Context: an optimization exercise on an open-source flow, tuned for small area and a short achievable clock period. The choices shown serve that exercise and are no tape-out recipe.
RTL that was checked went through simulation tests only; none was proved equivalent to the original.
No functional check of the RTL was part of runs 1, 2 and 6 to 8.
Power and IR drop assume default switching activity.

===== flow/flow/run.sh =====
#!/bin/bash
# Layout flow: the standard ORFS flow with these changes:
#  - synthesis maps with flow/abc.script (flow/my_synth.tcl swaps it into ORFS's
#    synthesis; everything else there is the standard synthesis);
#  - no full/half adder extraction in synthesis (ADDER_MAP_FILE empty);
#  - port buffers are sky130_fd_sc_hd__buf_2 instead of the resizer's default pick.
# The make output is kept in flow_make.log; ORFS's own logs stay under orfs/logs.
set -euo pipefail
here=$(pwd)
export MY_ABC_SCRIPT=$here/flow/abc.script
bash standard.sh ADDER_MAP_FILE= \
  SYNTH_SCRIPT=$here/flow/my_synth.tcl \
  "BUFFER_PORTS_ARGS=-buffer_cell sky130_fd_sc_hd__buf_2" \
  finish > flow_make.log 2>&1

===== flow/flow/abc.script =====
strash
dch
map -D 2500
topo
buffer -c
upsize -c
dnsize -c

===== flow/flow/my_synth.tcl =====
proc synth {args} { yosys synth -nofsm -noshare {*}$args }
# Replace the ABC script ORFS picks with MY_ABC_SCRIPT, keeping its other arguments.
proc abc {args} {
  set i [lsearch -exact $args -script]
  if { $i >= 0 && [info exists ::env(MY_ABC_SCRIPT)] } {
    set args [lreplace $args [expr {$i + 1}] [expr {$i + 1}] $::env(MY_ABC_SCRIPT)]
  }
  puts "my abc: $args"
  yosys abc {*}$args
}
source $::env(SCRIPTS_DIR)/synth.tcl
# left out here: clear keep_hierarchy, flatten, clean up, hide names made inside functions, write 1_2_yosys.v

===== flow/standard.sh =====
#!/bin/bash
# synth_recipe.tcl (not shown) runs the flow's synth.tcl, then flattens the netlist and writes it again
# the make line also repeats each setting of config.mk as NAME=value (left out here)
make -C /OpenROAD-flow-scripts/flow DESIGN_CONFIG=/design/flow/config.mk WORK_HOME=/design/flow/orfs CLKGATE_MAP_FILE= SYNTH_SCRIPT=/design/flow/synth_recipe.tcl "${@:-finish}"

===== flow/config.mk =====
export PLATFORM = sky130hd
export DESIGN_NAME = MY_CPU
export DESIGN_NICKNAME = MY_CPU
export VERILOG_FILES = /design/flow/design.v
export SDC_FILE = /design/flow/constraint.sdc
export NUM_CORES = 4
export LEC_CHECK = 0
export CAP_MARGIN = 20
export CORE_MARGIN = 2
export CORE_UTILIZATION = 40
export SETUP_SLACK_MARGIN = 2.5
export SLEW_MARGIN = 20

===== flow/constraint.sdc =====
create_clock -name core_clock -period 7.0 [get_ports {clk}]
set_input_delay 1.4000 -clock core_clock [delete_from_list [all_inputs] [get_ports {clk}]]
set_output_delay 1.4000 -clock core_clock [all_outputs]
set_load 0.01 [all_outputs]

===== flow/design.v =====
module MY_CPU (clk, nRESET, instr, pc, cc, dbg_addr, dbg_data);
	input clk;
	input nRESET;
	input [15:0] instr;
	output [15:0] pc;
	output [3:0] cc;
	input [2:0] dbg_addr;
	output [15:0] dbg_data;
	reg [14:0] pc_q;   
	reg [3:0] cc;
	assign pc = {pc_q, 1'b0};
	always @(posedge clk or negedge nRESET)
		if (!nRESET) pc_q <= 15'b0;
		else pc_q <= pc_q + 15'd1;
	wire [2:0] op = instr[14:12];
	wire i = instr[11];
	wire [2:0] rD = instr[10:8];
	wire [2:0] rA = instr[7:5];
	wire [2:0] rB = instr[4:2];
	wire [15:0] imm = {{11{instr[4]}}, instr[4:0]};
	wire valid = ~(op == 3'd7 & i);   
	reg [15:0] rf [0:7];
	reg [7:0] v;
	wire [15:0] res;
	wire [7:0] we;
	genvar k;
	generate for (k = 0; k < 8; k = k + 1) begin : g_rf
		assign we[k] = valid & (rD == k);
		always @(posedge clk)
			if (we[k]) rf[k] <= res;
	end endgenerate
	always @(posedge clk or negedge nRESET)
		if (!nRESET) v <= 8'b0;
		else v <= v | we;
	function [15:0] rd;
		input [2:0] a;
		input [7:0] vv;
		input [127:0] d;
		integer j;
		begin
			rd = 16'b0;
			for (j = 0; j < 8; j = j + 1)
				rd = rd | ({16{(a == j) & vv[j]}} & d[16*j +: 16]);
		end
	endfunction
	wire [127:0] rflat = {rf[7], rf[6], rf[5], rf[4], rf[3], rf[2], rf[1], rf[0]};
	wire [15:0] A = rd(rA, v, rflat);
	wire [15:0] rb = rd(rB, v, rflat);
	assign dbg_data = rd(dbg_addr, v, rflat);
	wire [15:0] B = i ? imm : rb;
	wire sub = (op == 3'd2);
	wire [15:0] Bx = B ^ {16{sub}};
	wire [15:0] g0 = A & Bx;
	wire [15:0] p0 = (A ^ {16{sub}}) ^ B;
	reg [15:0] G, P;
	integer lv, b;
	always @(*) begin
		G = g0; P = p0;
		G[0] = g0[0] | (p0[0] & sub);
		for (lv = 0; lv < 4; lv = lv + 1)
			for (b = 0; b < 16; b = b + 1)
				if ((b >> lv) & 1) begin
					G[b] = G[b] | (P[b] & G[((b >> lv) << lv) - 1]);
					P[b] = P[b] & P[((b >> lv) << lv) - 1];
				end
	end
	wire [16:0] cy = {G, sub};
	wire [15:0] sum = p0 ^ cy[15:0];
	wire cout = cy[16];
	wire [15:0] shl = A << B[3:0];
	wire [15:0] shr = A >> B[3:0];
	wire s_add = (op == 3'd0) | (op == 3'd2);
	wire s_shl = (op == 3'd3);
	wire s_shr = (op == 3'd4);
	wire [15:0] lg = (op == 3'd1) ? B : (op == 3'd5) ? (A & B) : (op == 3'd6) ? (A | B) : ~B;
	wire s_lg = ~s_add & ~s_shl & ~s_shr;
	wire [15:0] r_na = ({16{s_shl}} & shl) | ({16{s_shr}} & shr) | ({16{s_lg}} & lg);
	wire [15:0] r = s_add ? sum : r_na;
	assign res = r;
	wire [15:0] Bi = imm ^ {16{sub}};
	wire [15:0] zx = A ^ Bi;
	wire [15:0] zo = {A[14:0] | Bi[14:0], sub};
	wire Z_add = ~|(zx ^ zo);
	wire [3:0] s = instr[3:0];
	reg [15:0] m;
	integer q;
	always @(*)
		for (q = 0; q < 16; q = q + 1)
			case (op)
				3'd3: m[q] = (q <= 15 - s);    
				3'd4: m[q] = (q >= s);         
				3'd5: m[q] = imm[q];           
				3'd6: m[q] = 1'b1;             
				default: m[q] = 1'b0;          
			endcase
	wire imm_z = ~|instr[4:0];
	wire Z_oth = ~|(A & m) & ((op == 3'd6 || op == 3'd1) ? imm_z : 1'b1);
	wire N = r[15];
	wire Z = s_add ? Z_add : Z_oth;
	wire C = (op == 3'd0) & cout;
	wire V = (op == 3'd3) ? (A[15] ^ shl[15]) :
		(op == 3'd0) ? ((A[15] == B[15]) & (sum[15] ^ A[15])) : 1'b0;
	always @(posedge clk or negedge nRESET)
		if (!nRESET) cc <= 4'b0;
		else if (valid & i) cc <= {N, Z, C, V};
		else cc <= 4'b0;
endmodule

==> reports/qor.yml, run 1 <==
start_util: 0.406
reg2regPathDepth: 20
finalNonFillerCells: 1846
cellPowerDensity_mw_per_mm2: 224
final_common_cell: "nand2_1"
drc: 0
hp-class: "reg2reg"
grt_pass1_wl_mm: 67.0
ys_top_cells_by_area: "edfxtp_1 (35%), nand2_1 (6.5%), dfrtp_1 (6.2%)"
rows: 60
num-fill-cells: 2464
period_share: 0.662
busiest_layer: "met2"
synth_top_area_share: 0.354
layout_setup_ws_ns: 2.36
use_met1: 0.406
ctsRootBufferMaster: "clkbuf_16"
end_kind: "flop"
seq_area_mm2: 0.00452
htreeDepth: 4
overflow: 0
die_x_um: 169
ant_nets: 0
synthAdderAreaFrac: 0
synth-edff-count: 128
crit_type: "in2reg"
port_buffers: 54
routed_via_density: 6.43
r2r_start: "v[3]"
dieHeight_um: 169
netlist_area_mm2: 0.0109
dr.pass1.iters: 7
synthMuxAreaShare: 0.00184
synth_top_area_cell: "edfxtp_1"
grt_max_degree: 31
path_max_fanout: 8
tightest_slew_ns: 0.796
hold_viol_final: 0
ys_ff_latch: 155
r2r_setup_slack_ns: 2.99
numCtsBuffers: 17
min_to: "pc_q[14]"
dp_slack_ns: 0.858
synth_compound_area_frac: 0.270
maxSlewHeadroom: 0.469
setup_tns_ns: 0
final_core_util: 0.522
core_area_mm2: 0.0268
hp-start: "pc_q[14]"
io_pins: 57
yosysSeqAreaShare: 0.416
dp_hpwl_mm: 31.3
synth_ff_type: "edfxtp_1"
clk_latency_ns: 0.44
grtUsageMet2: 0.491
drive_gt1_frac: 0.260
cts.sink_count: 155
wl_mm: 46.4
synth_area_per_cell_um2: 8.14
diodes: 0
final_max_slew_viol_count: 0
async_flop_share: 0.174
dpl.cell_count: 1728
ir_drop_mv: 0.158
cp.arrival_ns: 4.81
syn_inst: 1336
synth_xor_area_frac: 0.0441
drt_iter0_markers: 1624
vias: 11900
worst_setup_path_start_kind: "input pin"
setup_viol: 0
whs_ns: 0.479
antenna_found_initial: 1
die-area_mm2: 0.0285
power_leakage_nw: 5.60
fin_skew_ns: 0.0184
syn2layout_area_growth_pct: 28.7
grt_use_total: 0.315
clk_pin_slew_ns: 0.07
max-clock-path-buffers: 2
r2r_end: "rf[0][11]"
run_status: "complete, no violations"
tritoncts: "built"
cap_violations: 0
cp.required_ns: 7.18
grtUsageMet3: 0.0687
yosys_warnings: 2
synth_top_family_by_area: "compound AO/OA/AOI/OAI gates"
most-common-layout-cells: "nand2_1 (180), inv_1 (150), nor2_1 (132)"
min_delay_path_depth: 1
wire_per_inst_um: 25.1
min_period_ns: 4.64
max_freq_mhz: 216
fin_nets: 1513
synth_nets: 1357
yosys.area_share.simple: 0.182
rsz0062_at_grt: "yes"
grt_pass1_vias: 11000
routabilityCongestion: 0.997
ys_types: 66
multi_input_area_mm2: 0.00622
-- power by group --
group,switching (mW),total (mW),internal [mW]
sequential,0.0272,1.11,1.09
clock,0.424,0.997,0.573
combinational,0.676,1.02,0.349
-- worst max-delay path: stages --
cell and delay [ns]:
buf_12 0.10, inv_16 0.04, nand3_4 0.14, clkinv_8 0.10
a22oi_2 0.22, o221ai_2 0.14, a2111oi_4 0.54, nor2_4 0.10
nand2_2 0.10, o21ai_2 0.07, a22oi_2 0.31, nor3_2 0.06
nor2_1 0.16, inv_1 0.08, nand4_2 0.10, nand2_2 0.10
nand2_2 0.09, nor2_1 0.05, nor2_2 0.17, a21oi_2 0.08
xor2_1 0.25, a32oi_1 0.14, buf_4 0.25
-- worst max path at each step --
stage	startpoint	to	slack, ns	depth (start not counted)
after detailed placement	instr[2]	rf[4][14]	0.86	20
after floorplan	instr[6]	rf[0][14]	2.56	18
after global placement	instr[2]	rf[3][14]	0.96	20
after CTS	instr[7]	rf[0][7]	2.48	18
final	instr[4]	rf[0][11]	2.36	23
after global routing	instr[4]	rf[0][11]	2.25	23
-- state kept, by name (all words and copies together), names as in the netlist --
name / cells
cc: 4
pc_q: 15
rf: 128
v: 8
-- area by class of cell --
| class | instances | area share |
|---|---|---|
| clock buffers | 19 | 0.0309 |
| clock inverters | 13 | 0.0129 |
| inverters | 176 | 0.0534 |
| multi-input cells | 947 | 0.445 |
| flip-flops and latches | 155 | 0.323 |
| well taps | 341 | 0.0305 |
| repair buffers | 195 | 0.104 |
-- routing by layer --
metal  share of wire  wire length (µm)  up-vias
met5               0                 0        -
met4           0.063              2930        0
met3            0.11              5210      232
met2            0.44             20500      896
met1            0.38             17800     5605
li1                -                 -     5143
-- logic make-up after synthesis --
logic type,after synthesis
multiplexers,2
flip-flops,155
buffers and inverters,234
AO/OA/AOI/OAI,444
XOR/XNOR,53
other,1
AND/OR/NAND/NOR,447
-- metrics by stage --
step                instance area, µm²  total power, mW
global route                     14000             3.23
detailed placement               11800             1.93
floorplan                        10900             1.63
CTS                              13200             2.99
global placement                 11800             1.92
finish                           14000             3.14
-- synthesized netlist by cell type (all sizes together), types with 3 or more instances --
master	n
and2	3
nand4	23
a21oi	96
o22ai	26
xnor2	7
a22oi	80
edfxtp	128
o311ai	3
nor2	165
a31oi	10
a2111oi	6
nor4	10
o211ai	14
nand3	32
dfrtp	27
nand2	190
o21bai	3
a211oi	3
inv	174
and3	3
o21ai	116
o221ai	34
a32oi	3
o2111ai	15
a221oi	26
nor3	19
buf	25
clkbuf	33
xor2	46
-- repair_timing --
| action | 4_1_cts | 5_1_grt |
|---|---|---|
| endpoints found under the setup margin | 147 | 136 |
| pin swaps | 26 | 43 |
| gates cloned | 0 | 0 |
| hold buffers | 0 | 0 |
| resized for setup | 108 | 101 |
| buffers inserted | 42 | 43 |
==> inputs of run 2 (changes only) <==
==> flow/flow/abc.script (replaced) <==
strash
&get -n
&st
&dch
&nf -p -R 0
&put
topo
==> run 2 against run 1 <==
- core utilization grew 2.0 points
- global-route usage increased by 1.0 points
- first-iteration DRC count is 31% higher
- wire length is 5.4% lower
- area after synthesis down 7.7%
- critical path depth is 7 lower
- clock power fell by 13%
- sequential power about the same
- flip-flop and latch count did not move
- highest routed layer unchanged
- clock-buffer cell count shrank 2
- still clean
==> reports/qor.yml, run 2 <==
synth-edff-count: 128
fin_skew_ns: 0.0153
final_common_cell: "nand2_1"
rows: 57
cp_top_family: "compound AO/OA/AOI/OAI gates"
dieHeight_um: 162
cellPowerDensity_mw_per_mm2: 234
wl_mm: 43.9
biggestRegsByFlops: "rf (128), pc_q (15), v (8)"
ys_top_cells_by_count: "nand2_1 (165), edfxtp_1 (128), a21oi_1 (90)"
tightest_slew_ns: 1.00
overflow: 0
crit_type: "in2reg"
ir_drop_mv: 0.171
finalNonFillerCells: 1605
core_area_mm2: 0.0245
htreeDepth: 4
grt_use_total: 0.325
worstPathCellList: "buf_8, nor4bb_4, buf_4, buf_4, a22oi_1, a41o_1, and2_2, o211ai_1, nor3b_1, a311o_1, a221oi_2, or2_4, o31ai_4, maj3_2, xor2_2, o21ai_4"
routed_via_density: 6.91
ant_nets: 0
grt_pass1_wl_mm: 63.7
grt_max_degree: 45
min_delay_path_depth: 1
path_depth: 16
min_period_ns: 4.67
async_flop_share: 0.174
ys_ff_latch: 155
most-common-layout-cells: "nand2_1 (163), edfxtp_1 (128), buf_4 (111)"
cap_violations: 0
drc: 0
clk_pin_slew_ns: 0.07
maxSlewHeadroom: 0.333
routabilityCongestion: 0.996
crit_path_top_delay_cell: "a311o_1"
whs_ns: 0.498
synth_nets: 1076
end_kind: "flop"
largest_reg_flops: 128
dp_hpwl_mm: 27.8
run_status: "complete, no violations"
netlist_area_mm2: 0.0100
layout_setup_ws_ns: 2.33
regMostFlops: "rf"
yosysSeqAreaShare: 0.450
wire_per_inst_um: 27.4
max_freq_mhz: 214
synth.most_common_cell: "nand2_1"
drive_gt1_frac: 0.255
syn2layout_area_growth_pct: 32.0
power_mw: 3.10
tritoncts: "built"
dr.pass1.iters: 11
fin_nets: 1288
setup_viol: 0
ctsRootBufferMaster: "clkbuf_16"
setup_tns_ns: 0
ys_top_cells_by_area: "edfxtp_1 (38%), dfrtp_1 (6.7%), a222oi_1 (6.7%)"
io_pins: 57
yosys_warnings: 2
die_x_um: 162
ys_types: 55
power_leakage_nw: 4.88
rsz0062_at_grt: "yes"
critPathMaxStageDelay_ns: 0.38
drt_iter0_markers: 2122
antenna_found_initial: 0
synth_top_area_share: 0.383
start_util: 0.410
hold_viol_final: 0
reg2regPathDepth: 15
synth_ff_type: "edfxtp_1"
final_max_slew_viol_count: 0
cpMostUsedCell: "buf_4"
die-area_mm2: 0.0264
grt_pass1_vias: 10300
syn_inst: 1055
cts.sink_count: 155
dp_slack_ns: 0.873
hp-class: "reg2reg"
clk_latency_ns: 0.44
synth_top_area_cell: "edfxtp_1"
synth_area_per_cell_um2: 9.52
cp.required_ns: 7.22
cp.buffers_inverters: 3
dpl.cell_count: 1488
numCtsBuffers: 17
port_buffers: 54
vias: 11100
max-clock-path-buffers: 2
worst_setup_path_start_kind: "input pin"
cp.arrival_ns: 4.90
path_max_fanout: 22
period_share: 0.667
==> run 2: cell count changes in the layout (fill, tap and decap cells not counted), moves of 17 or more <==
cell | previous run | this run
xnor2_1 | 5 | 42
inv_1 | 150 | 0
nor2_1 | 132 | 70
nand3_1 | 22 | 41
a222oi_1 | 0 | 67
o22ai_1 | 26 | 8
a22oi_1 | 74 | 42
o221ai_1 | 23 | 6
o21ai_0 | 100 | 67
nand2_1 | 180 | 163
xor2_1 | 38 | 11
==> run 2: routing by layer <==
layer  share of wire  vias to the layer above  global-route usage  routed length [µm]
met4           0.048                        0               0.160                2100
met1            0.38                     5358               0.439               16800
met5               0                        -                   0                   0
met2            0.46                      806               0.509               20200
li1                -                     4761                   -                   -
met3            0.11                      171              0.0535                4860
==> run 2: logic make-up after synthesis <==
kind of cell | Yosys count | synth area share
other cells | 1 | 0.000374
simple gates | 409 | 0.196
xor+xnor | 67 | 0.0598
flops | 155 | 0.450
buf+inv | 7 | 0.00299
fa+ha+maj | 1 | 0.000997
mux | 5 | 0.00511
compound gates | 410 | 0.284
==> run 2: path summary, 6_finish.rpt <==
kind	from	endpoint	slack, ns
setup / recovery	instr[3]	rf[4][13]	2.33
hold / removal	pc_q[13]	pc_q[13]	0.50
setup reg to reg	v[0]	rf[4][13]	2.87
hold reg to reg	pc_q[13]	pc_q[13]	0.50
max in group asynchronous	nRESET	pc_q[0]	5.63
min in group asynchronous	nRESET	pc_q[10]	0.96
==> run 2: repair_timing <==
item | CTS | global route
hold buffers | 0 | 0
resized for setup | 80 | 75
pin swaps | 31 | 38
setup endpoints to repair | 139 | 127
cloned | 5 | 0
buffers inserted | 53 | 26
==> run 2: cell type report <==
| class | count | area, µm² |
|---|---|---|
| Antenna cell | 1 | 2.50 |
| Inverter | 6 | 22.5 |
| Fill cell | 2169 | 11200 |
| Sequential cell | 155 | 4520 |
| Multi-Input combinational cell | 897 | 6280 |
| Timing Repair Buffer | 190 | 1490 |
| Clock inverter | 15 | 115 |
| Tap cell | 324 | 405 |
| Clock buffer | 17 | 425 |
==> run 2: through the flow <==
| step | cell area, µm² | utilization |
|---|---|---|
| finish | 13300 | 0.542 |
| global route | 13300 | 0.542 |
| CTS | 12700 | 0.520 |
| detailed placement | 11400 | 0.467 |
| global placement | 11400 | 0.467 |
| floorplan | 10300 | - |
==> run 2: where the power goes <==
part | total [mW] | switching (mW) | internal [mW]
Combinational | 1.11 | 0.682 | 0.424
Clock | 0.865 | 0.406 | 0.458
Sequential | 1.13 | 0.0346 | 1.09
Total | 3.10 | 1.12 | 1.98
==> inputs of run 3 (changes only) <==
--- a/flow/design.v
+++ b/flow/design.v
@@ -34,5 +34,11 @@
 		else v <= v | we;
-	function [15:0] rd;
+	function [7:0] sel;
 		input [2:0] a;
 		input [7:0] vv;
+		integer j;
+		for (j = 0; j < 8; j = j + 1)
+			sel[j] = (a == j) & vv[j];
+	endfunction
+	function [15:0] rd;
+		input [7:0] s;
 		input [127:0] d;
@@ -42,3 +48,3 @@
 			for (j = 0; j < 8; j = j + 1)
-				rd = rd | ({16{(a == j) & vv[j]}} & d[16*j +: 16]);
+				rd = rd | ({16{s[j]}} & d[16*j +: 16]);
 		end
@@ -46,5 +52,5 @@
 	wire [127:0] rflat = {rf[7], rf[6], rf[5], rf[4], rf[3], rf[2], rf[1], rf[0]};
-	wire [15:0] A = rd(rA, v, rflat);
-	wire [15:0] rb = rd(rB, v, rflat);
-	assign dbg_data = rd(dbg_addr, v, rflat);
+	wire [15:0] A = rd(sel(rA, v), rflat);
+	wire [15:0] rb = rd(sel(rB, v), rflat);
+	assign dbg_data = rd(sel(dbg_addr, v), rflat);
 	wire [15:0] B = i ? imm : rb;
@@ -53,3 +59,3 @@
 	wire [15:0] g0 = A & Bx;
-	wire [15:0] p0 = (A ^ {16{sub}}) ^ B;
+	wire [15:0] p0 = A ^ Bx;
 	reg [15:0] G, P;
@@ -69,11 +75,21 @@
 	wire cout = cy[16];
-	wire [15:0] shl = A << B[3:0];
-	wire [15:0] shr = A >> B[3:0];
-	wire s_add = (op == 3'd0) | (op == 3'd2);
 	wire s_shl = (op == 3'd3);
 	wire s_shr = (op == 3'd4);
-	wire [15:0] lg = (op == 3'd1) ? B : (op == 3'd5) ? (A & B) : (op == 3'd6) ? (A | B) : ~B;
-	wire s_lg = ~s_add & ~s_shl & ~s_shr;
-	wire [15:0] r_na = ({16{s_shl}} & shl) | ({16{s_shr}} & shr) | ({16{s_lg}} & lg);
-	wire [15:0] r = s_add ? sum : r_na;
+	reg [15:0] sh, nx;
+	integer sl;
+	always @(*) begin
+		sh = A;
+		for (sl = 0; sl < 4; sl = sl + 1) begin
+			for (b = 0; b < 16; b = b + 1)
+				nx[b] = (B[sl] & s_shl & (b >= (1 << sl)) & sh[(b - (1 << sl)) & 15]) |
+					(B[sl] & s_shr & (b + (1 << sl) < 16) & sh[(b + (1 << sl)) & 15]) |
+					(~B[sl] & (s_shl | s_shr) & sh[b]);
+			sh = nx;
+		end
+	end
+	wire [15:0] shl = A << B[3:0];   
+	wire s_mov = (op == 3'd1), s_and = (op == 3'd5), s_or = (op == 3'd6), s_not = (op == 3'd7);
+	wire [15:0] lg = ({16{s_mov}} & B) | ({16{s_and | s_or}} & g0) | ({16{s_or}} & p0) | ({16{s_not}} & ~B);
+	wire s_add = (op == 3'd0) | (op == 3'd2);
+	wire [15:0] r = ({16{s_add}} & sum) | sh | lg;
 	assign res = r;
--- a/flow/config.mk
+++ b/flow/config.mk
@@ -10,2 +10,3 @@
 export CORE_UTILIZATION = 40
+export CTS_BUF_LIST = sky130_fd_sc_hd__clkbuf_4 sky130_fd_sc_hd__clkbuf_8
 export SETUP_SLACK_MARGIN = 2.5
==> run 3 against run 2 <==
- global-route usage fell by 2.4 points
- wire length fell by 6.3%
- cell count fell by 6.3%
- first-iteration DRC count rose by 4.0%
- die area fell by 2.2%
- clock power fell by 26%
- highest routed layer unchanged
==> reports/qor.yml, run 3 <==
grt_pass1_wl_mm: 58.7
wire_per_inst_um: 27.4
path_max_fanout: 18
cellPowerDensity_mw_per_mm2: 212
overflow: 0
dp_hpwl_mm: 25.1
die-area_mm2: 0.0258
synth_area_per_cell_um2: 10.1
ys_top_cells_by_count: "edfxtp_1 (128), nand2_1 (119), a222oi_1 (68)"
r2r_start: "v[1]"
setup_viol: 0
ir_drop_mv: 0.127
crit_type: "in2reg"
cp.arrival_ns: 4.92
cts_hold_buf: 0
ys_top_cells_by_area: "edfxtp_1 (39%), a222oi_1 (6.9%), dfrtp_1 (6.9%)"
synth_top_area_cell: "edfxtp_1"
rows: 57
synth_nets: 988
tightest_slew_ns: 1.00
worstPathCellList: "buf_4, and4b_2, a222oi_1, nand3_1, buf_4, xnor2_2, o32ai_4, a211o_1, buf_6, a211oi_4, xnor2_2, a21oi_2, o31ai_4, buf_4"
setup_tns_ns: 0
critPathMaxStageDelay_ns: 0.56
routed_via_density: 7.05
yosysSeqAreaShare: 0.461
hp-start: "pc_q[14]"
max_freq_mhz: 213
vias: 10600
min_period_ns: 4.70
rsz0062_at_grt: "yes"
die_x_um: 161
layout_setup_ws_ns: 2.30
maxSlewHeadroom: 0.331
port_buffers: 54
drive_gt1_frac: 0.284
worst_setup_path_start_kind: "input pin"
wl_mm: 41.1
min_to: "pc_q[14]"
final_max_slew_viol_count: 0
io_pins: 57
ys_ff_latch: 155
final_common_cell: "edfxtp_1"
final_core_util: 0.530
postPlaceCellArea_mm2: 0.0111
dp_slack_ns: 1.02
run_status: "complete, no violations"
power_leakage_nw: 4.60
htreeDepth: 4
syn2layout_area_growth_pct: 30.5
r2r_end: "rf[7][14]"
drt_iter0_markers: 2206
r2r_setup_slack_ns: 2.91
start_util: 0.406
power_mw: 2.72
yosys_warnings: 2
fin_nets: 1188
hp-class: "reg2reg"
ctsRootBufferMaster: "clkbuf_8"
cap_violations: 0
grt_use_total: 0.301
synth.most_common_cell: "edfxtp_1"
synth-edff-count: 128
syn_inst: 967
min_delay_path_depth: 1
cpMostUsedCell: "buf_4"
largest_reg_flops: 128
period_share: 0.672
drc: 0
async_flop_share: 0.174
grt_max_degree: 28
dieHeight_um: 161
synth_ff_type: "edfxtp_1"
end_kind: "flop"
reg2regPathDepth: 15
cts.sink_count: 155
clk_latency_ns: 0.48
clk_pin_slew_ns: 0.10
netlist_area_mm2: 0.00981
most-common-layout-cells: "edfxtp_1 (128), nand2_1 (117), buf_4 (114)"
numCtsBuffers: 17
synth_top_area_share: 0.392
routabilityCongestion: 0.941
cp.required_ns: 7.22
ys_types: 57
antenna_found_initial: 1
regMostFlops: "rf"
biggestRegsByFlops: "rf (128), pc_q (15), v (8)"
diodes: 0
dr.pass1.iters: 21
ant_nets: 0
max-clock-path-buffers: 2
grt_pass1_vias: 9761
crit_path_top_delay_cell: "a222oi_1"
core_area_mm2: 0.0242
hold_viol_final: 0
tritoncts: "built"
fin_skew_ns: 0.0194
design_area_mm2: 0.0128
## run 3: worst max-delay path by stage
stage               startpoint   endpoint  slack [ns]  cells past startpoint
CTS                   instr[2]  rf[0][11]        2.44                     16
global route          instr[7]  rf[5][14]        2.26                     15
floorplan             instr[4]  rf[0][11]        2.14                     13
detailed placement    instr[4]  rf[4][14]        1.02                     15
finish                instr[7]  rf[2][15]        2.30                     14
global placement      instr[4]   rf[0][3]        1.06                     15
## run 3: cell families after synthesis
family,Yosys count,share of synthesized area
buffers and inverters,13,0.00536
XOR/XNOR,64,0.0571
flip-flops,155,0.461
adder cells (fa/ha/maj),2,0.00204
AND/OR/NAND/NOR,353,0.182
other,1,0.000382
AO/OA/AOI/OAI,365,0.278
multiplexers,14,0.0148
## run 3: worst max-delay path, delay by kind of cell
family | cells | cell delay (ns)
compound gates | 6 | 1.72
xor+xnor | 2 | 0.41
buf+inv | 4 | 0.77
simple gates | 2 | 0.58
## run 3: area by class of cell
class	count	area (µm²)
fillers	2127	11400
well taps	324	405
multi-input cells	801	6120
flip-flops and latches	155	4520
inverters	12	45.0
clock buffers	17	234
clock inverters	15	131
repair buffers	180	1350
## run 3: layer usage
layer	routed length (µm)	up-vias	GRT usage
li1	-	4461	-
met1	15400	5105	0.396
met2	18500	856	0.467
met3	5280	185	0.0643
met4	1910	0	0.157
met5	0	-	0
## run 3: metrics by stage
step,instances,hold slack (ns)
after floorplan,967,0.465
after global placement,1391,0.458
after detailed placement,1391,0.462
after CTS,1467,0.480
after global routing,1504,0.507
final,1504,0.473
## run 3: timing repair
action / CTS / global route
cloned: 2 / 3
gates resized for setup: 68 / 100
pin swaps: 19 / 37
setup endpoints to repair: 141 / 144
setup buffers: 42 / 34
## run 3: report_power, final
| part | switching, mW | total, mW | leakage, nW | internal [mW] |
|---|---|---|---|---|
| clock network | 0.385 | 0.643 | 0.187 | 0.259 |
| logic | 0.573 | 0.945 | 2.90 | 0.372 |
| registers | 0.0356 | 1.13 | 1.51 | 1.09 |
| total | 0.993 | 2.72 | 4.60 | 1.72 |
==> inputs of run 4 (changes only) <==
==> flow/flow/abc.script (replaced) <==
strash
dch
map -D 2500
topo
buffer -c
upsize -c
dnsize -c
--- a/flow/config.mk
+++ b/flow/config.mk
@@ -13 +13,2 @@
 export SLEW_MARGIN = 20
+export TNS_END_PERCENT = 0
==> run 4 against run 3 <==
- clock power rose by 12%
- worst setup slack improved by 0.12 ns
- global-route usage rose by 0.27 points
- still clean on timing, DRC and antenna
- critical endpoint is now dbg_data[0]
- largest power group unchanged
- critical path type is now in2out
- hold slack improved by 0.0078 ns
- cell count rose by 16%
==> reports/qor.yml, run 4 <==
final_max_slew_viol_count: 0
min_period_ns: 4.58
ys_types: 68
routabilityCongestion: 0.954
combinationalPowerShare: 0.314
dieHeight_um: 167
synth_area_per_cell_um2: 8.54
multi_input_area_mm2: 0.00575
rsz0062_at_grt: "yes"
regMostFlops: "rf"
synth_ff_type: "edfxtp_1"
worstPathCellList: "buf_2, inv_1, nor2_1, nand3_2, o22ai_1, nor2_1, nand4_1, buf_2"
grt_pass1_vias: 10300
dp_slack_ns: 0.951
die_x_um: 167
vias: 11300
period_share: 0.655
cts.sink_count: 155
grt_use_total: 0.303
final_core_util: 0.505
hp-class: "reg2reg"
routed_via_density: 6.47
drc: 0
overflow: 0
max-clock-path-buffers: 2
diodes: 0
fin_skew_ns: 0.0263
r2r_end: "rf[0][14]"
setup_tns_ns: 0
power.switching_uw: 973
r2r_start: "v[3]"
worst_setup_path_start_kind: "input pin"
cp.required_ns: 5.60
hold_viol_final: 0
r2r_setup_slack_ns: 3.10
design_area_mm2: 0.0132
cp.buffers_inverters: 3
dr.pass1.iters: 17
path_max_fanout: 16
yosys_warnings: 2
final_common_cell: "inv_1"
ys_top_cells_by_area: "edfxtp_1 (36%), a22oi_1 (8.5%), inv_1 (6.4%)"
clkPwrFrac: 0.270
most-common-layout-cells: "inv_1 (164), nand2_1 (160), edfxtp_1 (128)"
rows: 59
crit_type: "in2out"
tightest_slew_ns: 1.07
max_freq_mhz: 218
ys_top_cells_by_count: "inv_1 (182), nand2_1 (166), nor2_1 (137)"
min_to: "pc_q[14]"
seq_area_mm2: 0.00452
min_delay_path_depth: 1
hp-start: "pc_q[14]"
wire_per_inst_um: 25.2
synth-edff-count: 128
p_int_mw: 1.69
clk_pin_slew_ns: 0.10
tritoncts: "built"
drive_gt1_frac: 0.266
critPathMaxStageDelay_ns: 0.53
end_kind: "output pin"
port_buffers: 54
synth_top_area_cell: "edfxtp_1"
biggestRegsByFlops: "rf (128), pc_q (15), v (8)"
crit_path_top_delay_cell: "nand3_2"
grt_max_degree: 28
netlist_area_mm2: 0.0107
wl_mm: 44.0
ys_ff_latch: 155
clk_latency_ns: 0.47
num-fill-cells: 2454
die-area_mm2: 0.0280
drt_iter0_markers: 1660
async_flop_share: 0.174
sw_frac_of_total: 0.365
antenna_found_initial: 0
cellPowerDensity_mw_per_mm2: 202
power_leakage_nw: 5.21
ctsRootBufferMaster: "clkbuf_8"
numCtsBuffers: 17
ir_drop_mv: 0.135
fin_nets: 1418
grt_pass1_wl_mm: 63.7
maxSlewHeadroom: 0.284
synth.most_common_cell: "inv_1"
sequentialPowerShare: 0.416
ant_nets: 0
syn2layout_area_growth_pct: 23.7
yosysSeqAreaShare: 0.424
power_mw: 2.67
start_util: 0.408
setup_viol: 0
core_area_mm2: 0.0261
cap_violations: 0
synth_nets: 1270
htreeDepth: 4
cp.arrival_ns: 3.18
layout_setup_ws_ns: 2.42
reg2regPathDepth: 20
synth_top_area_share: 0.360
run_status: "complete, no violations"
syn_inst: 1249
postPlaceCellArea_mm2: 0.0115
dp_hpwl_mm: 29.3
largest_reg_flops: 128
io_pins: 57
cp_top_family: "simple AND/OR/NAND/NOR gates"
==> run 4: changes by cell type after synthesis, sizes merged, moves of 29 or more <==
cell,before,now
inv,0,192
nor2,59,144
a222oi,68,0
a22oi,54,122
nand2,119,172
xnor2,46,4
o22ai,8,42
clkbuf,0,29
==> run 4: logic make-up (layout without fill, tap and decap cells) <==
kind of cell,after synthesis,in the layout,synth area share
other,1,1,0.000352
flip-flops,155,155,0.424
buffers and inverters,240,401,0.0932
AND/OR/NAND/NOR,394,394,0.165
AO/OA/AOI/OAI,425,425,0.286
XOR/XNOR,34,34,0.0325
==> run 4: power groups by stage <==
stage	combinational, mW	clock, mW	sequential (mW)
finish	0.838	0.722	1.11
global route	0.882	0.766	1.11
CTS	0.714	0.729	1.11
detailed placement	0.646	0	1.13
global placement	0.641	0	1.13
floorplan	0.413	0	1.12
==> run 4: how the worst max path moves through the flow <==
stage / startpoint / slack, ns / endpoint / cells past startpoint
after CTS: instr[4] / 2.47 / rf[2][14] / 19
after detailed placement: instr[7] / 0.95 / rf[6][11] / 19
final: dbg_addr[1] / 2.42 / dbg_data[0] / 8
after global placement: instr[5] / 1.05 / rf[4][11] / 23
after global routing: instr[4] / 2.30 / rf[7][14] / 21
after floorplan: instr[2] / 2.48 / rf[0][11] / 22
==> run 4: cell type report <==
cell class | count | share of cell area
multi-input cells | 854 | 0.436
flip-flops and latches | 155 | 0.343
repair buffers | 175 | 0.0978
inverters | 194 | 0.0606
well taps | 335 | 0.0318
clock buffers | 17 | 0.0177
clock inverters | 15 | 0.0140
==> run 4: layer usage <==
layer,routed length [µm],part of all wire,GRT usage,up-vias
li1,-,-,-,4885
met1,16700,0.38,0.398,5281
met2,19200,0.44,0.468,917
met3,5630,0.13,0.0754,214
met4,2470,0.056,0.154,0
met5,0,0,0,-
==> run 4: per-stage QoR <==
| stage | hold WS, ns | instances |
|---|---|---|
| floorplan | 0.475 | 1249 |
| global placement | 0.464 | 1642 |
| detailed placement | 0.457 | 1643 |
| CTS | 0.483 | 1705 |
| global route | 0.506 | 1745 |
| finish | 0.481 | 1745 |
==> run 4: worst reg2reg max path: cells and delay by family (launching register included) <==
kind / cells / cell delay, ns
flip-flops: 1 / 0.41
AND/OR/NAND/NOR: 7 / 0.98
XOR/XNOR: 2 / 0.44
buffers and inverters: 3 / 0.52
AO/OA/AOI/OAI: 8 / 1.22
==> run 4: what timing repair did <==
| item | CTS | global route |
|---|---|---|
| gates resized for setup | 69 | 95 |
| setup endpoints to repair | 147 | 144 |
| pin swaps | 14 | 44 |
| buffers inserted | 30 | 40 |
| hold buffers | 0 | 0 |
==> inputs of run 5 (changes only) <==
--- a/flow/config.mk
+++ b/flow/config.mk
@@ -13,2 +13 @@
 export SLEW_MARGIN = 20
-export TNS_END_PERCENT = 0
==> run 5 against run 4 <==
- still clean
- non-clock buffer count is 7 lower
- register-to-register slack improved by 0.10 ns
- fmax increased by 2.0%
- first-iteration DRC count is 12% higher
- power fell by 1.5%
- worst setup slack better by 0.091 ns
- global-route usage fell by 0.62 points
- combinational power down 3.2%
- critical path type unchanged
- highest routed layer unchanged
==> reports/qor.yml, run 5 <==
run_status: "complete, no violations"
use_met1: 0.402
ys_top_cells_by_count: "inv_1 (182), nand2_1 (166), nor2_1 (137)"
max_freq_mhz: 223
fin_nets: 1411
synth-edff-count: 128
wire_per_inst_um: 24.7
rsz0062_at_grt: "no"
grt_use_total: 0.297
max-clock-path-buffers: 2
vias: 11100
maxSlewHeadroom: 0.267
grt_pass1_vias: 10200
synth_ff_type: "edfxtp_1"
r2r_start: "v[3]"
setup_viol: 0
netlist_area_mm2: 0.0107
final_max_slew_viol_count: 0
die_x_um: 167
regMostFlops: "rf"
grtUsageMet3: 0.0636
syn2layout_area_growth_pct: 22.9
path_max_fanout: 12
cellPowerDensity_mw_per_mm2: 201
setup_tns_ns: 0
io_pins: 57
cp_top_family: "buffers and inverters"
cts_hold_buf: 0
ys_top_cells_by_area: "edfxtp_1 (36%), a22oi_1 (8.5%), inv_1 (6.4%)"
hold_viol_final: 0
critPathMaxStageDelay_ns: 0.32
biggestRegsByFlops: "rf (128), pc_q (15), v (8)"
dp_hpwl_mm: 28.9
ant_nets: 0
ir_drop_mv: 0.119
synth_top_area_cell: "edfxtp_1"
overflow: 0
grt_max_degree: 28
crit_path_top_delay_cell: "buf_4"
clk_pin_slew_ns: 0.10
ys_ff_latch: 155
yosysSeqAreaShare: 0.424
tritoncts: "built"
cts.sink_count: 155
core_area_mm2: 0.0261
power_mw: 2.63
routed_via_density: 6.39
grt_pass1_wl_mm: 62.7
syn_inst: 1249
diodes: 0
start_util: 0.408
routabilityCongestion: 0.968
numCtsBuffers: 17
rows: 59
synth.most_common_cell: "inv_1"
ys_types: 68
period_share: 0.642
tightest_slew_ns: 1.10
port_buffers: 54
drt_iter0_markers: 1856
dieHeight_um: 167
ctsRootBufferMaster: "clkbuf_8"
cp.arrival_ns: 3.09
fin_skew_ns: 0.0244
worstPathCellList: "buf_2, inv_1, nor2_1, inv_1, nor3_1, buf_4, clkinvlp_4, o22ai_1, nor2_1, nand4_1, buf_2"
async_flop_share: 0.174
largest_reg_flops: 128
clk_latency_ns: 0.47
htreeDepth: 4
antenna_found_initial: 0
drc: 0
most-common-layout-cells: "inv_1 (161), nand2_1 (161), edfxtp_1 (128)"
min_period_ns: 4.49
worst_setup_path_start_kind: "input pin"
busiest_layer: "met2"
cp.buffers_inverters: 6
synth_nets: 1270
synth_area_per_cell_um2: 8.54
dr.pass1.iters: 17
crit_type: "in2out"
wl_mm: 43.0
die-area_mm2: 0.0280
end_kind: "output pin"
whs_ns: 0.508
drive_gt1_frac: 0.257
synth_top_area_share: 0.360
grtUsageMet2: 0.455
cp-startpoint: "dbg_addr[1]"
hp-start: "pc_q[14]"
yosys_warnings: 2
power_leakage_nw: 5.16
cp.required_ns: 5.60
hp-class: "reg2reg"
cap_violations: 0
run 5: cell counts after synthesis:
Identical to the previous run, type by type.
run 5: final timing paths:
kind | slack [ns] | endpoint | cells past startpoint
min in group asynchronous | 0.94 | pc_q[1] | 1
min | 0.51 | pc_q[14] | 1
min reg2reg | 0.51 | pc_q[14] | 1
max in group asynchronous | 5.64 | v[6] | 1
max reg2reg | 3.20 | rf[2][7] | 20
max | 2.51 | dbg_data[0] | 11
run 5: power by group:
| part | total (mW) | leakage, nW | switching, mW | internal, mW |
|---|---|---|---|---|
| registers | 1.11 | 1.52 | 0.0270 | 1.08 |
| logic | 0.811 | 3.44 | 0.539 | 0.273 |
| clock network | 0.708 | 0.199 | 0.385 | 0.323 |
| total | 2.63 | 5.16 | 0.951 | 1.68 |
run 5: repair_timing:
item,in CTS,in global routing
setup endpoints to repair,147,141
gates resized for setup,69,88
setup buffers,37,33
hold endpoints to repair,0,0
pin swaps,13,37
run 5: kinds of logic (layout without fill, tap and decap cells):
family                    count (synthesis)  after routing  share of synthesized area
AOI/OAI and AO/OA                       425            425                      0.286
DFF                                     155            155                      0.424
buffers and inverters                   240            394                     0.0932
other                                     1              1                   0.000352
and+or+nand+nor                         394            394                      0.165
xor gates and xnor gates                 34             34                     0.0325
run 5: through the flow:
stage	setup WS [ns]	cell area [µm²]	utilization	instances
global placement	1.15	11500	0.440	1636
finish	2.51	13100	0.501	1738
floorplan	2.61	10700	-	1249
CTS	2.49	12500	0.478	1705
global route	2.45	13100	0.501	1738
detailed placement	1.15	11500	0.440	1636
run 5: final cells by class:
type | instances | area [µm²]
Tap cell | 335 | 419
Clock inverter | 15 | 161
Sequential cell | 155 | 4520
Timing Repair Buffer | 168 | 1290
Fill cell | 2492 | 13000
Clock buffer | 17 | 234
Inverter | 194 | 811
Multi-Input combinational cell | 854 | 5660
run 5: layer usage:
metal  part of all wire  up-vias  routed length [µm]
li1                   -     4882                   -
met1               0.39     5215               16800
met2               0.43      817               18500
met3               0.12      190                5250
met4              0.055        0                2350
met5                  0        -                   0
==> inputs of run 6 (changes only) <==
--- a/flow/design.v
+++ b/flow/design.v
@@ -89,3 +89,2 @@
 	end
-	wire [15:0] shl = A << B[3:0];   
 	wire s_mov = (op == 3'd1), s_and = (op == 3'd5), s_or = (op == 3'd6), s_not = (op == 3'd7);
@@ -95,24 +94,6 @@
 	assign res = r;
-	wire [15:0] Bi = imm ^ {16{sub}};
-	wire [15:0] zx = A ^ Bi;
-	wire [15:0] zo = {A[14:0] | Bi[14:0], sub};
-	wire Z_add = ~|(zx ^ zo);
-	wire [3:0] s = instr[3:0];
-	reg [15:0] m;
-	integer q;
-	always @(*)
-		for (q = 0; q < 16; q = q + 1)
-			case (op)
-				3'd3: m[q] = (q <= 15 - s);    
-				3'd4: m[q] = (q >= s);         
-				3'd5: m[q] = imm[q];           
-				3'd6: m[q] = 1'b1;             
-				default: m[q] = 1'b0;          
-			endcase
-	wire imm_z = ~|instr[4:0];
-	wire Z_oth = ~|(A & m) & ((op == 3'd6 || op == 3'd1) ? imm_z : 1'b1);
 	wire N = r[15];
-	wire Z = s_add ? Z_add : Z_oth;
+	wire Z = ~|r;
 	wire C = (op == 3'd0) & cout;
-	wire V = (op == 3'd3) ? (A[15] ^ shl[15]) :
+	wire V = (op == 3'd3) ? (A[15] ^ sh[15]) :
 		(op == 3'd0) ? ((A[15] == B[15]) & (sum[15] ^ A[15])) : 1'b0;
==> run 6 against run 5 <==
- still clean
- worst setup slack got worse by 0.092 ns
- area after synthesis shrank 5.6%
- clock power down 7.2%
- non-clock buffer count rose by 64
- global-route usage is 0.90 points higher
- critical endpoint is now cc[2]
- highest routed layer is now met5
==> reports/qor.yml, run 6 <==
run_status: "complete, no violations"
grt_max_degree: 28
ant_nets: 0
ys_ff_latch: 155
cts_hold_buf: 0
regMostFlops: "rf"
setup_viol: 0
ys_types: 67
synth_nets: 1189
hold_viol_final: 0
start_util: 0.403
postPlaceCellArea_mm2: 0.0109
crit_type: "in2reg"
netlist_area_mm2: 0.0101
tightest_slew_ns: 1.17
dpl.cell_count: 1564
setup_tns_ns: 0
dp_hpwl_mm: 27.5
ctsRootBufferMaster: "clkbuf_8"
end_kind: "flop"
die-area_mm2: 0.0265
synth_ff_type: "edfxtp_1"
ir_drop_mv: 0.126
dieHeight_um: 163
drc: 0
cap_violations: 0
whs_ns: 0.469
drive_gt1_frac: 0.360
most-common-layout-cells: "inv_1 (161), buf_4 (158), nand2_1 (151)"
tritoncts: "built"
syn_inst: 1168
p_int_mw: 1.65
routabilityCongestion: 0.949
largest_reg_flops: 128
cellPowerDensity_mw_per_mm2: 194
period_share: 0.655
fin_skew_ns: 0.0152
grt_pass1_vias: 9814
synth_top_area_share: 0.382
path_max_fanout: 5
cp.arrival_ns: 4.98
yosys_warnings: 2
min_period_ns: 4.58
combinationalPowerShare: 0.326
num-fill-cells: 2261
ys_top_cells_by_count: "inv_1 (189), nand2_1 (176), nor2_1 (131)"
die_x_um: 163
power_leakage_nw: 5.45
syn2layout_area_growth_pct: 34.0
hp-class: "reg2reg"
numCtsBuffers: 17
synth_top_area_cell: "edfxtp_1"
clkPwrFrac: 0.251
final_common_cell: "inv_1"
synth_area_per_cell_um2: 8.62
drt_iter0_markers: 1364
final_max_slew_viol_count: 0
dr.pass1.iters: 6
wl_mm: 42.1
io_pins: 57
htreeDepth: 4
rsz0062_at_grt: "yes"
clk_latency_ns: 0.47
wire_per_inst_um: 24.3
async_flop_share: 0.174
finalNonFillerCells: 1730
cp.required_ns: 7.39
vias: 10700
sequentialPowerShare: 0.423
routed_via_density: 6.21
antenna_found_initial: 1
core_area_mm2: 0.0250
fin_nets: 1407
port_buffers: 54
biggestRegsByFlops: "rf (128), pc_q (15), v (8)"
synth-edff-count: 128
final_core_util: 0.540
yosysSeqAreaShare: 0.449
power.switching_uw: 964
grt_pass1_wl_mm: 59.7
overflow: 0
grt_use_total: 0.306
rows: 58
clk_pin_slew_ns: 0.10
cts.sink_count: 155
synth.most_common_cell: "inv_1"
max_freq_mhz: 218
ys_top_cells_by_area: "edfxtp_1 (38%), inv_1 (7.0%), dfrtp_1 (6.7%)"
design_area_mm2: 0.0135
sw_frac_of_total: 0.368
worst_setup_path_start_kind: "input pin"
max-clock-path-buffers: 2
maxSlewHeadroom: 0.212
==> run 6: cell types whose count changed in the layout (fill, tap and decap cells not counted), sizes merged, moves of 9 or more <==
| cell | delta |
|---|---|
| buf | +63 |
| a21oi | -17 |
| inv | +10 |
| o311ai | -9 |
| xor2 | -9 |
| a22oi | -48 |
==> run 6: final cells by class <==
| type | instances | area, µm² | share of cell area |
|---|---|---|---|
| multi-input combinational | 776 | 5530 | 0.410 |
| sequential | 155 | 4520 | 0.335 |
| timing repair buffer | 232 | 1780 | 0.132 |
| clock inverter | 15 | 135 | 0.0100 |
| antenna | 1 | 2.50 | 0.000186 |
| tap | 330 | 413 | 0.0306 |
| inverter | 204 | 871 | 0.0646 |
| clock buffer | 17 | 234 | 0.0173 |
==> run 6: cells by family after synthesis <==
family,synth area share
flip-flops,0.449
other,0.000372
buffers and inverters,0.0984
AND/OR/NAND/NOR,0.178
XOR/XNOR,0.0226
AO/OA/AOI/OAI,0.252
==> run 6: path summary, 6_finish.rpt <==
path                                from  endpoint  slack (ns)  cells after the start
worst min-delay path            pc_q[14]  pc_q[14]        0.47                      1
worst max-delay path            instr[5]     cc[2]        2.42                     24
min in group asynchronous         nRESET      v[7]        0.96                      1
worst max register to register      v[2]     cc[2]        2.96                     21
max in group asynchronous         nRESET     cc[2]        5.56                      1
worst min register to register  pc_q[14]  pc_q[14]        0.47                      1
==> run 6: metal layers <==
metal	global-route usage	wire length [µm]	vias to the layer above
li1	-	-	4650
met1	0.398	15800	5120
met2	0.476	18500	765
met3	0.0695	4680	212
met4	0.166	3050	2
met5	0	56	-
==> run 6: timing repair <==
action,4_1_cts,5_1_grt
hold endpoints to repair,0,0
endpoints found under the setup margin,140,133
pin swaps,36,88
gates cloned,0,1
resized for setup,88,182
setup buffers,73,59
==> run 6: per-stage QoR <==
stage          setup WS (ns)  total power [mW]
6_report                2.42              2.62
5_1_grt                 2.26              2.70
4_1_cts                 2.36              2.45
3_5_place_dp            1.26              1.72
3_3_place_gp            1.30              1.72
2_1_floorplan           2.67              1.50
==> run 6: critical path: stages <==
cell	delay, ns
buf_8	0.10
inv_6	0.06
nor2_4	0.04
nand3_2	0.07
buf_6	0.13
clkinvlp_4	0.18
buf_6	0.19
a22oi_2	0.14
inv_1	0.07
nor4_2	0.26
buf_4	0.22
clkinvlp_4	0.14
a22oi_2	0.18
nand2_2	0.12
a22oi_2	0.23
nand2_2	0.09
a22oi_2	0.21
nand2_2	0.10
nand2_1	0.06
o211ai_1	0.15
nor4_2	0.24
nor3b_2	0.21
nand4_1	0.18
nor3b_2	0.19
==> run 6: power groups by stage <==
stage	Combinational, mW	Clock (mW)	Sequential, mW
final	0.853	0.657	1.11
after global routing	0.899	0.694	1.11
after CTS	0.683	0.661	1.10
after detailed placement	0.598	0	1.12
after global placement	0.594	0	1.12
after floorplan	0.377	0	1.12
==> inputs of run 7 (changes only) <==
--- a/flow/flow/run.sh
+++ b/flow/flow/run.sh
@@ -5,3 +5,4 @@
 #  - no full/half adder extraction in synthesis (ADDER_MAP_FILE empty);
-#  - port buffers are sky130_fd_sc_hd__buf_2 instead of the resizer's default pick.
+#  - port buffers are sky130_fd_sc_hd__buf_1 instead of the resizer's default pick;
+#  - clock tree from clkbuf_4/clkbuf_8 without dummy loads.
 # The make output is kept in flow_make.log; ORFS's own logs stay under orfs/logs.
@@ -12,3 +13,4 @@
   SYNTH_SCRIPT=$here/flow/my_synth.tcl \
-  "BUFFER_PORTS_ARGS=-buffer_cell sky130_fd_sc_hd__buf_2" \
+  "BUFFER_PORTS_ARGS=-buffer_cell sky130_fd_sc_hd__buf_1" \
+  "CTS_ARGS=-sink_clustering_enable -repair_clock_nets -dont_use_dummy_load -buf_list {sky130_fd_sc_hd__clkbuf_4 sky130_fd_sc_hd__clkbuf_8}" \
   finish > flow_make.log 2>&1
--- a/flow/config.mk
+++ b/flow/config.mk
@@ -7,7 +7,6 @@
 export LEC_CHECK = 0
-export CAP_MARGIN = 20
+export CAP_MARGIN = 10
 export CORE_MARGIN = 2
 export CORE_UTILIZATION = 40
-export CTS_BUF_LIST = sky130_fd_sc_hd__clkbuf_4 sky130_fd_sc_hd__clkbuf_8
 export SETUP_SLACK_MARGIN = 2.5
-export SLEW_MARGIN = 20
+export SLEW_MARGIN = 10
==> run 7 against run 6 <==
- power is 4.5% lower
- clock power is 21% lower
- global-route usage is 0.31 points higher
- die area stayed put
- fmax is 1.9% lower
- worst setup slack worse by 0.089 ns
- cell count is 0.35% lower
- critical path type unchanged
- critical endpoint unchanged
==> reports/qor.yml, run 7 <==
fin_skew_ns: 0.0341
reg2regPathDepth: 22
die_x_um: 163
tritoncts: "built"
cp.arrival_ns: 5.03
synth_ff_type: "edfxtp_1"
ys_ff_latch: 155
clkPwrFrac: 0.208
ys_top_cells_by_count: "inv_1 (189), nand2_1 (176), nor2_1 (131)"
die-area_mm2: 0.0265
sequentialPowerShare: 0.443
port_buffers: 54
grt_pass1_vias: 10100
rows: 58
drive_gt1_frac: 0.318
postPlaceCellArea_mm2: 0.0108
start_util: 0.403
p_int_mw: 1.62
vias: 10800
clk_pin_slew_ns: 0.07
drc: 0
wire_per_inst_um: 24.4
critPathMaxStageDelay_ns: 0.34
max-clock-path-buffers: 2
diodes: 0
rsz0062_at_grt: "yes"
r2r_end: "cc[2]"
htreeDepth: 4
dr.pass1.iters: 8
hp-class: "reg2reg"
async_flop_share: 0.174
final_max_slew_viol_count: 0
fin_nets: 1417
path_depth: 25
cpMostUsedCell: "buf_6"
final_common_cell: "inv_1"
wl_mm: 42.0
synth_top_area_share: 0.382
path_max_fanout: 9
grt_pass1_wl_mm: 60.5
tightest_slew_ns: 1.14
dp_hpwl_mm: 27.2
synth-edff-count: 128
syn2layout_area_growth_pct: 33.5
antenna_found_initial: 0
numCtsBuffers: 17
sw_frac_of_total: 0.350
cap_violations: 0
max_freq_mhz: 214
cp.buffers_inverters: 9
yosysSeqAreaShare: 0.449
clk_latency_ns: 0.47
ys_top_cells_by_area: "edfxtp_1 (38%), inv_1 (7.0%), dfrtp_1 (6.7%)"
r2r_start: "v[3]"
setup_viol: 0
min_delay_path_depth: 1
crit_path_top_delay_cell: "o31a_1"
grt_use_total: 0.309
ctsRootBufferMaster: "clkbuf_8"
min_to: "pc_q[14]"
synth_top_area_cell: "edfxtp_1"
min_period_ns: 4.67
combinationalPowerShare: 0.348
cts_hold_buf: 0
grt_max_degree: 28
routabilityCongestion: 0.985
period_share: 0.668
synth_nets: 1189
cp_top_family: "simple AND/OR/NAND/NOR gates"
synth.most_common_cell: "inv_1"
maxSlewHeadroom: 0.239
setup_tns_ns: 0
cts.sink_count: 155
end_kind: "flop"
netlist_area_mm2: 0.0101
ant_nets: 0
power_leakage_nw: 5.32
overflow: 0
crit_type: "in2reg"
ir_drop_mv: 0.126
most-common-layout-cells: "inv_1 (161), nand2_1 (159), buf_4 (151)"
syn_inst: 1168
routed_via_density: 6.29
io_pins: 57
biggestRegsByFlops: "rf (128), pc_q (15), v (8)"
hold_viol_final: 0
power.switching_uw: 875
r2r_setup_slack_ns: 2.85
cp.required_ns: 7.36
cellPowerDensity_mw_per_mm2: 186
core_area_mm2: 0.0250
ys_types: 67
run_status: "complete, no violations"
drt_iter0_markers: 1338
worst_setup_path_start_kind: "input pin"
yosys_warnings: 2
design_area_mm2: 0.0134
dieHeight_um: 163
synth_area_per_cell_um2: 8.62
hp-start: "pc_q[14]"
regMostFlops: "rf"
whs_ns: 0.471
largest_reg_flops: 128
run 7: changes by cell type in the layout (fill, tap and decap cells not counted), sizes merged:
cell / delta
diode: -1
clkbuf: +2
clkinv: -7
nor2: +1
buf: +7
clkinvlp: +1
inv: -9
run 7: how the worst max path moves through the flow:
stage                         from    end  slack, ns
final                     instr[5]  cc[2]       2.33
after global routing      instr[6]  cc[2]       2.18
after CTS                 instr[4]  cc[2]       2.41
after detailed placement  instr[7]  cc[2]       0.98
after global placement    instr[7]  cc[2]       1.10
after floorplan           instr[5]  cc[2]       2.67
run 7: metrics by stage:
| step | util | setup slack (ns) | cells | total power, mW |
|---|---|---|---|---|
| final | 0.538 | 2.33 | 1724 | 2.50 |
| after global routing | 0.538 | 2.18 | 1724 | 2.60 |
| after CTS | 0.496 | 2.41 | 1663 | 2.35 |
| after detailed placement | 0.433 | 0.977 | 1562 | 1.71 |
| after global placement | 0.433 | 1.10 | 1562 | 1.71 |
| after floorplan | - | 2.67 | 1168 | 1.50 |
run 7: cells by family (layout without fill, tap and decap cells):
logic type / count (synthesis) / after routing / synth area share
other cells: 1 / 1 / 0.000372
buf+inv: 237 / 462 / 0.0984
xor+xnor: 26 / 26 / 0.0226
simple gates: 393 / 394 / 0.178
compound gates: 356 / 356 / 0.252
flops: 155 / 155 / 0.449
run 7: area by class of cell:
cell class,count,area (µm²)
timing repair buffer,241,1910
sequential,155,4520
fill,2237,11500
tap,330,413
clock buffer,17,234
inverter,204,868
multi-input combinational,777,5500
run 7: power groups by stage:
stage                     Combinational (mW)  Clock, mW  Sequential, mW
final                                  0.871      0.521            1.11
after global routing                   0.921      0.565            1.11
after CTS                              0.712      0.530            1.10
after detailed placement               0.589          0            1.12
after global placement                 0.583          0            1.12
after floorplan                        0.377          0            1.12
run 7: repair_timing:
action | CTS | global route
pin swaps | 45 | 69
cloned | 1 | 1
gates resized for setup | 133 | 151
setup endpoints to repair | 147 | 101
buffers inserted | 83 | 60
run 7: metal layers:
metal / share of wire / wire length (µm) / track usage
met5: 0 / 0 / 0
met4: 0.073 / 3050 / 0.182
met3: 0.13 / 5450 / 0.0894
met2: 0.44 / 18600 / 0.482
met1: 0.36 / 14900 / 0.383
==> inputs of run 8 (changes only) <==
--- a/flow/design.v
+++ b/flow/design.v
@@ -94,4 +94,16 @@
 	assign res = r;
+	wire [15:0] Bi = imm ^ {16{sub}};
+	wire [15:0] zx = A ^ Bi;
+	wire [15:0] zo = {A[14:0] | Bi[14:0], sub};
+	wire Z_add = ~|(zx ^ zo);
+	wire [3:0] s = instr[3:0];
+	reg [15:0] m;
+	integer q;
+	always @(*)
+		for (q = 0; q < 16; q = q + 1)
+			m[q] = s_shl ? (q <= 15 - s) : (q >= s);
+	wire Z_sh = ~|(A & m);
+	wire Z_lg = ~|lg;
 	wire N = r[15];
-	wire Z = ~|r;
+	wire Z = s_add ? Z_add : (s_shl | s_shr) ? Z_sh : Z_lg;
 	wire C = (op == 3'd0) & cout;
==> flow/flow/abc.script (replaced) <==
strash
dch
map -D 2000
topo
buffer -c
upsize -c
dnsize -c
==> run 8 against run 7 <==
- combinational power is 9.8% lower
- synthesized cell count increased by 10%
- via count grew 4.5%
- power decreased by 3.3%
- register-to-register slack worse by 0.02 ns
- die area up 7.2%
- sequential share of layout area rose by 1.7 points
- global-route usage about the same
- cell count rose by 2.0%
- cell area is 4.8% lower
- critical path type unchanged
==> reports/qor.yml, run 8 <==
run_status: "complete, no violations"
worstPathCellList: "buf_1, inv_2, nor4_4, inv_1, o221ai_1, nor2_4, inv_2, nand2_1, nand3_1, nand2_1, nand3_2, nand3_4, nand2_1, nand2_1, nand2_1, nand2_1, o21ai_1, nand3_2"
r2r_setup_slack_ns: 2.83
overflow: 0
ys_ff_latch: 155
ys_top_cells_by_area: "edfxtp_1 (36%), nand2_1 (8.6%), dfrtp_1 (6.3%)"
min_to: "pc_q[14]"
numCtsBuffers: 17
rows: 60
drc: 0
ys_types: 68
cts.sink_count: 155
fin_skew_ns: 0.0450
cap_violations: 0
port_buffers: 54
grt_pass1_wl_mm: 64.6
biggestRegsByFlops: "rf (128), pc_q (15), v (8)"
cp.required_ns: 7.12
grt_max_degree: 28
grt_use_total: 0.309
async_flop_share: 0.174
path_max_fanout: 8
dp_hpwl_mm: 31.3
power_mw: 2.42
min_period_ns: 4.51
antenna_found_initial: 1
routed_via_density: 6.44
critPathMaxStageDelay_ns: 0.44
regMostFlops: "rf"
dp_slack_ns: 1.30
fin_nets: 1440
grt_pass1_vias: 10200
core_area_mm2: 0.0267
crit_path_top_delay_cell: "nor4_4"
layout_setup_ws_ns: 2.49
ant_nets: 0
yosys_warnings: 2
final_common_cell: "nand2_1"
period_share: 0.644
setup_viol: 0
synth.most_common_cell: "nand2_1"
dieHeight_um: 168
end_kind: "flop"
largest_reg_flops: 128
synth_area_per_cell_um2: 8.41
routabilityCongestion: 0.976
hp-class: "reg2reg"
drt_iter0_markers: 1747
ctsRootBufferMaster: "clkbuf_8"
r2r_start: "v[6]"
r2r_end: "rf[6][9]"
rsz0062_at_grt: "yes"
diodes: 0
wire_per_inst_um: 25.5
syn2layout_area_growth_pct: 18.4
synth_top_area_cell: "edfxtp_1"
final_max_slew_viol_count: 0
synth_top_area_share: 0.356
vias: 11300
htreeDepth: 4
cp.arrival_ns: 4.62
clk_latency_ns: 0.47
max-clock-path-buffers: 2
reg2regPathDepth: 17
drive_gt1_frac: 0.206
synth-edff-count: 128
setup_tns_ns: 0
maxSlewHeadroom: 0.124
worst_setup_path_start_kind: "input pin"
max_freq_mhz: 222
cellPowerDensity_mw_per_mm2: 189
hold_viol_final: 0
ys_top_cells_by_count: "nand2_1 (247), inv_1 (145), edfxtp_1 (128)"
hp-start: "pc_q[14]"
wl_mm: 44.9
netlist_area_mm2: 0.0108
start_util: 0.404
synth_nets: 1307
synth_ff_type: "edfxtp_1"
clk_pin_slew_ns: 0.10
yosysSeqAreaShare: 0.418
cpMostUsedCell: "nand2_1"
num-fill-cells: 2620
die-area_mm2: 0.0284
io_pins: 57
most-common-layout-cells: "nand2_1 (236), inv_1 (141), edfxtp_1 (128)"
tritoncts: "built"
crit_type: "in2reg"
die_x_um: 168
tightest_slew_ns: 1.31
ir_drop_mv: 0.103
min_delay_path_depth: 1
syn_inst: 1286
power_leakage_nw: 5.03
dr.pass1.iters: 9
-- run 8: cell types whose count changed in the layout (fill, tap and decap cells not counted), moves of 20 or more --
cell | before | now
a21oi_1 | 39 | 59
a22oi_1 | 59 | 88
buf_4 | 151 | 96
inv_1 | 161 | 141
nand2_1 | 159 | 236
nand4_1 | 7 | 30
o21ai_0 | 32 | 52
-- run 8: through the flow --
step                cells  hold slack, ns  utilization  cell area [µm²]
floorplan            1286           0.500            -            10800
global placement     1674           0.462        0.431            11500
detailed placement   1674           0.464        0.431            11500
CTS                  1716           0.483        0.453            12100
global route         1758           0.504        0.479            12800
finish               1758           0.478        0.479            12800
-- run 8: area by class of cell --
type / instances / area, µm² / share of cell area
Sequential cell: 155 / 4520 / 0.353
Inverter: 173 / 677 / 0.0529
Timing Repair Buffer: 162 / 1110 / 0.0867
Tap cell: 341 / 427 / 0.0333
Clock buffer: 17 / 234 / 0.0183
Multi-Input combinational cell: 910 / 5830 / 0.456
-- run 8: kinds of logic after synthesis --
| family | Yosys count | share of synthesized area |
|---|---|---|
| flops | 155 | 0.418 |
| xor+xnor | 28 | 0.0227 |
| other cells | 1 | 0.000347 |
| simple gates | 495 | 0.218 |
| buf+inv | 221 | 0.0860 |
| compound gates | 386 | 0.255 |
-- run 8: critical path: cells and delay by family --
family | cells | cell delay, ns
AND/OR/NAND/NOR | 12 | 1.88
buffers and inverters | 4 | 0.71
AO/OA/AOI/OAI | 2 | 0.63
-- run 8: how the worst max path moves through the flow --
stage,from,endpoint,slack [ns],cells past startpoint
2_1_floorplan,dbg_addr[2],dbg_data[2],2.64,6
3_3_place_gp,instr[7],rf[3][5],1.40,14
3_5_place_dp,instr[7],rf[2][5],1.30,14
4_1_cts,dbg_addr[0],dbg_data[2],2.44,9
5_1_grt,instr[2],rf[6][9],2.37,19
6_report,instr[6],rf[6][9],2.49,18
-- run 8: power by group --
part | internal, mW | total [mW] | switching [mW] | leakage (nW)
Combinational | 0.244 | 0.786 | 0.541 | 3.40
Sequential | 1.08 | 1.11 | 0.0275 | 1.51
Clock | 0.214 | 0.521 | 0.307 | 0.122
-- run 8: metal layers --
layer  track usage  wire (µm)  vias to the layer above
li1              -          -                     4953
met1         0.403      17100                     5324
met2         0.490      20000                      863
met3        0.0632       5250                      186
met4         0.152       2480                        0
met5             0          0                        -
-- run 8: timing repair --
action | CTS | global route
pin swaps | 12 | 24
gates cloned | 0 | 1
resized for setup | 43 | 77
hold buffers | 0 | 0
buffers inserted | 25 | 41
setup endpoints to repair | 147 | 148

## what the ideal ports hide
Ports are ideal in the flow. The routed layouts listed here were re-timed in OpenROAD. Step 1 sets driving cells, clkbuf_16 on the clock port and buf_2 on the other inputs (assumed; they add their load-dependent delay and slew). Step 2, shift: input delay + t, output delay - t, t = (earliest + latest rising clock arrival at the registers) / 2. This alone moves slack from input paths to output paths. Three values: ideal ports, drivers, drivers and shift; two values: the first two.
run | t (ns) | slack for setup (ns) | worst hold slack (ns) | worst setup path at the end | worst slew at a driven data input, ns
run 1 | 0.481 | 2.365 / 2.328 / 1.847 | 0.479 / 0.479 / 0.479 | input to register | 0.08
run 2 | 0.480 | 2.329 / 2.329 / 1.849 | 0.498 / 0.498 / 0.498 | input to register | 0.08
run 3 | 0.518 | 2.298 / 2.252 / 1.734 | 0.473 / 0.473 / 0.473 | input to register | 0.16
run 4 | 0.503 | 2.416 / 2.394 / 1.953 | 0.481 / 0.481 / 0.481 | input to register | 0.07
run 5 | 0.504 | 2.508 / 2.478 / 2.077 | 0.508 / 0.508 / 0.508 | input to register | 0.07
run 6 | 0.511 | 2.416 / 2.420 / 1.909 | 0.469 / 0.469 / 0.469 | input to register | 0.05
run 7 | 0.498 | 2.327 / 2.339 / 1.841 | 0.471 / 0.471 / 0.471 | input to register | 0.06
run 8 | 0.500 | 2.491 / 2.510 / 2.010 | 0.478 / 0.478 / 0.478 | input to register | 0.05
After both steps every run listed still meets setup and hold. The setup slack of run 3, which loses most, moves by -0.046 ns with the drivers and by -0.564 ns with both steps.
